What follows belongs to an exercise in optimizing a design on an open flow for small area; a production flow would make more cautious choices.
Only simulation tests tie the RTL to the original design; equivalence was not proved.
The clock input has no modelled driver; a real chip could not lean on it and would need a root buffer or a full tree.
No activity file was given, so power comes from the tool's default toggle rates.

Setup of red:
==> module parking_meter, before the edit <==
module parking_meter(
    input add1,
    input add2,
    input add3,
    input add4,
    input rst1,
    input rst2,
    input clk,
    input rst,
    output [6:0] led_seg,
    output a0,
    output a1,
    output a2,
    output a3,
    output [3:0] val0,
    output [3:0] val1,
    output [3:0] val2,
    output [3:0] val3
    );
	reg [2:0] scan;
	reg [4:0] div;
	reg [1:0] mode;      
	reg [3:0] d0, d1, d2, d3;
	wire [1:0] j = scan[1:0] + ~div[1:0];
	wire one = j[0];
	wire half = j[1] ^ j[0];
	wire wrap = div[4] & div[3];
	wire tick = wrap & scan[0];
	wire [4:0] div_n;
	assign div_n[0] = ~div[0] & ~wrap;
	assign div_n[1] = div[0] ^ div[1];
	assign div_n[2] = div[2] ^ (div[1] & div[0]);
	assign div_n[3] = (div[0] & div[1] & div[2] & ~div[3]) | (~div[1] & div[3] & ~div[4]) | (div[1] & ~div[2] & div[3]) | (~div[0] & div[1] & div[3]);
	assign div_n[4] = (div[0] & div[1] & div[2] & div[3]) | (~div[3] & div[4]);
	always @(posedge clk) begin
		if (rst) begin
			scan <= 3'd1;
			div <= 5'd0;
		end else begin
			scan <= {scan[2] ^ (scan[1] & scan[0]), scan[1] ^ scan[0], ~scan[0]};
			div <= div_n;
		end
	end
	wire z0 = ~|d0, z1 = ~|d1, z2 = ~|d2, z3 = ~|d3;
	wire tz = z0 & z1 & z2 & z3;
	wire le180 = z3 & ~d2[3] & ~d2[2] & ~d2[1] & (~d2[0] | ~d1[3] | (~d1[0] & z0));
	wire add = add1 | add2 | add3 | add4;
	wire [3:0] r0;
	assign r0[0] = ~d0[0];
	assign r0[1] = ~(d0[1] ^ d0[0]) & ~z0;
	assign r0[2] = (d0[2] & (d0[1] | d0[0])) | (d0[3] & ~d0[0]);
	assign r0[3] = z0 | (d0[3] & d0[0]);
	wire cc = d1[0] | ~z0;
	wire [2:0] ap = add1 ? 3'd2 : add2 ? 3'd0 : add3 ? 3'd3 : 3'd4;
	wire [3:0] hs = d1[3:1] + ap + cc;
	wire k1 = hs >= 5;
	wire [2:0] hr = k1 ? hs - 5 : hs[2:0];
	wire [3:0] r1 = {hr, d1[0] ^ z0};
	wire [3:0] k2a = add1 ? 4'd0 : (add2 | add3) ? 4'd1 : add4 ? 4'd2 : 4'd9;
	wire [4:0] s2 = d2 + k2a + k1;
	wire k2 = s2 >= 10;
	wire [3:0] r2 = k2 ? s2 - 10 : s2[3:0];
	wire [3:0] r3 = add ? d3 + k2 : d3 - !k2;
	wire sat = add & k2 & d3[3] & d3[0];
	wire upd = add | ~tz;
	always @(posedge clk) begin
		if (rst) begin
			mode <= 2'b00;
			{d3, d2, d1, d0} <= 16'h0000;
		end else if (rst1)
			{d3, d2, d1, d0} <= 16'h0015;
		else if (rst2)
			{d3, d2, d1, d0} <= 16'h0149;
		else if (tick) begin
			mode <= {~le180, le180 & ~tz};
			if (sat)
				{d3, d2, d1, d0} <= 16'h9999;
			else if (upd)
				{d3, d2, d1, d0} <= {r3, r2, r1, r0};
		end
	end
	wire on = mode[1] | (j[0] ^ (mode[0] & j[1]));
	wire [3:0] an;
	assign an[0] = on & ~scan[2] & ~scan[1];
	assign an[1] = on & ~scan[2] & scan[1];
	assign an[2] = on & scan[2] & ~scan[1];
	assign an[3] = on & scan[2] & scan[1];
	wire [3:0] sel = ({4{an[0]}} & d0) | ({4{an[1]}} & d1) | ({4{an[2]}} & d2) | ({4{an[3]}} & d3);
	wire [6:0] sg;
	assign sg[0] = on & ((~sel[1] & ~sel[2] & ~sel[3]) | (sel[0] & sel[1] & sel[2]));
	assign sg[1] = (sel[0] & ~sel[2] & ~sel[3]) | (sel[1] & ~sel[2]) | (sel[0] & sel[1]);
	assign sg[2] = sel[0] | (~sel[1] & sel[2]);
	assign sg[3] = (sel[0] & ~sel[1] & ~sel[2] & ~sel[3]) | (~sel[0] & ~sel[1] & sel[2]) | (sel[0] & sel[1] & sel[2]);
	assign sg[4] = ~sel[0] & sel[1] & ~sel[2];
	assign sg[5] = (sel[0] & ~sel[1] & sel[2]) | (~sel[0] & sel[1] & sel[2]);
	assign sg[6] = (sel[0] & ~sel[1] & ~sel[2] & ~sel[3]) | (~sel[0] & ~sel[1] & sel[2]);
	assign led_seg = sg;
	assign {a3, a2, a1, a0} = an;
	assign val0 = d0;
	assign val1 = d1;
	assign val2 = d2;
	assign val3 = d3;
endmodule
Settings: LEC_CHECK=0, CAP_MARGIN=20, CORE_MARGIN=2, CORE_UTILIZATION=40, SLEW_MARGIN=20; clock period 18.0 ns.
standard.sh (not shown) runs the stock make flow with config.mk's settings and CLKGATE_MAP_FILE= SYNTH_SCRIPT=/design/flow/synth_recipe.tcl, a recipe that flattens the netlist after the stock synthesis.
==> flow/flow/run.sh <==
#!/bin/bash
# Standard synthesis, then the combinational logic re-mapped for area with
# ABC's deepsyn (eight seeds, the smallest mapping is kept; registers are
# untouched), then the standard layout with minimum-size port buffers, and
# the clock tree replaced by a single clock buffer after CTS.
set -euo pipefail
W=$(pwd)
R=$W/orfs/results/$FLOW_PLATFORM/parking_meter/base
LIB=$FLOW_HOME/platforms/$FLOW_PLATFORM/lib/sky130_fd_sc_hd__tt_025C_1v80.lib
ARGS=("BUFFER_PORTS_ARGS=-buffer_cell sky130_fd_sc_hd__buf_1" "CTS_ARGS=-sink_clustering_enable -repair_clock_nets -dont_use_dummy_load")

bash standard.sh synth > std_synth.log 2>&1

DU=""; for c in $(cat flow/dontuse.txt); do DU="$DU -dont_use $c"; done
resyn() {
  local S=$1 D=$W/resyn$1
  mkdir -p $D
  cp $R/1_2_yosys.v $D/std_synth.v
  cp $LIB $D/lib.lib
  python3 flow/lib2v.py $LIB $D/cells.v > $D/lib2v.log 2>&1
  printf 'strash\n&get -n\n&deepsyn -T 90 -S %d\n&put\ndch -f\namap\ntopo\n' $S > $D/abc.script
  echo "yosys abc -liberty lib.lib $DU -script $D/abc.script" > $D/resyn_abc.tcl
  ( cd $D && yosys -s $W/flow/resyn.ys > $W/resyn$S.log 2>&1 ) || true
}
for S in 1 2 3 4; do resyn $S & done; wait
for S in 5 6 7 8; do resyn $S & done; wait
best=""; besta=""
for S in 1 2 3 4 5 6 7 8; do
  a=$(awk '/Chip area/ {print $NF}' $W/resyn$S/resyn_stat.txt 2>/dev/null || true)
  echo "seed $S: $a" >> resyn_summary.log
  if [[ -n "$a" ]] && { [[ -z "$besta" ]] || awk -v a="$a" -v b="$besta" 'BEGIN{exit !(a<b)}'; }; then best=$S; besta=$a; fi
done
echo "kept seed $best: $besta" >> resyn_summary.log
cp $W/resyn$best/resyn.v $R/1_2_yosys.v
rm -f $R/1_synth.odb $R/1_synth.sdc

bash standard.sh "${ARGS[@]}" cts > layout_cts.log 2>&1
IN_ODB=$R/4_cts.odb OUT_ODB=$R/4_cts_merged.odb ROOT_CELL=sky130_fd_sc_hd__clkbuf_16 \
  openroad -no_init -exit flow/clk_merge.tcl > clk_merge.log 2>&1
cp $R/4_cts_merged.odb $R/4_cts.odb
bash standard.sh "${ARGS[@]}" finish > layout.log 2>&1
Other scripts of this flow, unchanged in this note and not shown: flow/flow/clk_merge.tcl, flow/flow/dontuse.txt, flow/flow/lib2v.py, flow/flow/resyn.ys
diff inputs: red => blue
diff --git a/flow/design.v b/flow/design.v
--- a/flow/design.v
+++ b/flow/design.v
@@ -83,21 +83,23 @@
 	wire on = mode[1] | (j[0] ^ (mode[0] & j[1]));
 	wire [3:0] an;
 	assign an[0] = on & ~scan[2] & ~scan[1];
 	assign an[1] = on & ~scan[2] & scan[1];
 	assign an[2] = on & scan[2] & ~scan[1];
 	assign an[3] = on & scan[2] & scan[1];
-	wire [3:0] sel = ({4{an[0]}} & d0) | ({4{an[1]}} & d1) | ({4{an[2]}} & d2) | ({4{an[3]}} & d3);
+	wire [3:0] sel = ~(~(({4{an[0]}} & d0) | ({4{an[1]}} & d1)) & ~(({4{an[2]}} & d2) | ({4{an[3]}} & d3)));
+	wire t1 = sel[0] & sel[1] & sel[2];
+	wire u = ~(sel[1] | sel[2] | sel[3]);
 	wire [6:0] sg;
-	assign sg[0] = on & ((~sel[1] & ~sel[2] & ~sel[3]) | (sel[0] & sel[1] & sel[2]));
+	assign sg[6] = (sel[0] & u) | (~sel[0] & ~sel[1] & sel[2]);
+	assign sg[5] = sel[2] & (sel[0] ^ sel[1]);
+	assign sg[4] = ~sel[0] & sel[1] & ~sel[2];
+	assign sg[3] = sg[6] | t1;
+	assign sg[2] = sel[0] | (~sel[1] & sel[2]);
 	assign sg[1] = (sel[0] & ~sel[2] & ~sel[3]) | (sel[1] & ~sel[2]) | (sel[0] & sel[1]);
-	assign sg[2] = sel[0] | (~sel[1] & sel[2]);
-	assign sg[3] = (sel[0] & ~sel[1] & ~sel[2] & ~sel[3]) | (~sel[0] & ~sel[1] & sel[2]) | (sel[0] & sel[1] & sel[2]);
-	assign sg[4] = ~sel[0] & sel[1] & ~sel[2];
-	assign sg[5] = (sel[0] & ~sel[1] & sel[2]) | (~sel[0] & sel[1] & sel[2]);
-	assign sg[6] = (sel[0] & ~sel[1] & ~sel[2] & ~sel[3]) | (~sel[0] & ~sel[1] & sel[2]);
+	assign sg[0] = on & (u | t1);
 	assign led_seg = sg;
 	assign {a3, a2, a1, a0} = an;
 	assign val0 = d0;
 	assign val1 = d1;
 	assign val2 = d2;
 	assign val3 = d3;
Results
From red to blue the numbers moved as follows: global-route wire length before repair rose by 76 um, synthesized area fell by about 1.2%, clock share of power fell by 0.4 points. Per the comparison of blue with red, clock network power increased about 2%, sequential share of cell area increased 0.32 points, wire length decreased about 2.5%, die area decreased 1.1%, via count decreased 19. In the metrics for red and blue, the one carrying the higher net count of the mapped netlist is red. Per the comparison of blue with red, maximum number of pins on one net before global-route repair shows no meaningful change; core utilization went down 0.51 points; final worst slack now smaller. Run comparison: blue critical-path cell with the highest stage delay a211oi_1; red critical-path cell with the highest stage delay or3_1.

## afterwards: timing with drivers on the ports
The flow's constraints put no driver on any port. The routed layouts listed below were extracted and timed again, unchanged, in two steps.
Step 1 (the two cells are an assumption about what drives the block):
set clk [get_ports {clk}]
set_driving_cell -lib_cell sky130_fd_sc_hd__clkbuf_16 $clk
set_driving_cell -lib_cell sky130_fd_sc_hd__buf_2 [delete_from_list [all_inputs] $clk]
Step 2 moves the port delays by t, midway between the first and last clock arrival at a register: inputs arrive t later, outputs are due t later. That takes back most of the time a late clock gives input paths.
Three values: ideal, step 1, step 2; two values: the first two.
| run | shift t [ns] | setup slack, ns | worst setup path after step 2 | slew at the worst register clock pin (ns) | worst data-port slew with drivers (ns) |
|---|---|---|---|---|---|
| red | 0.190 | 11.017 / 11.029 / 10.840 | input to register | 0.10 / 0.10 | 0.03 |
| blue | 0.190 | 10.723 / 10.729 / 10.540 | input to register | 0.10 / 0.10 | 0.03 |
After both steps every run listed still meets setup and hold. For blue, which loses most, drivers alone change the setup slack by +0.006 ns; drivers and shift together by -0.183 ns.
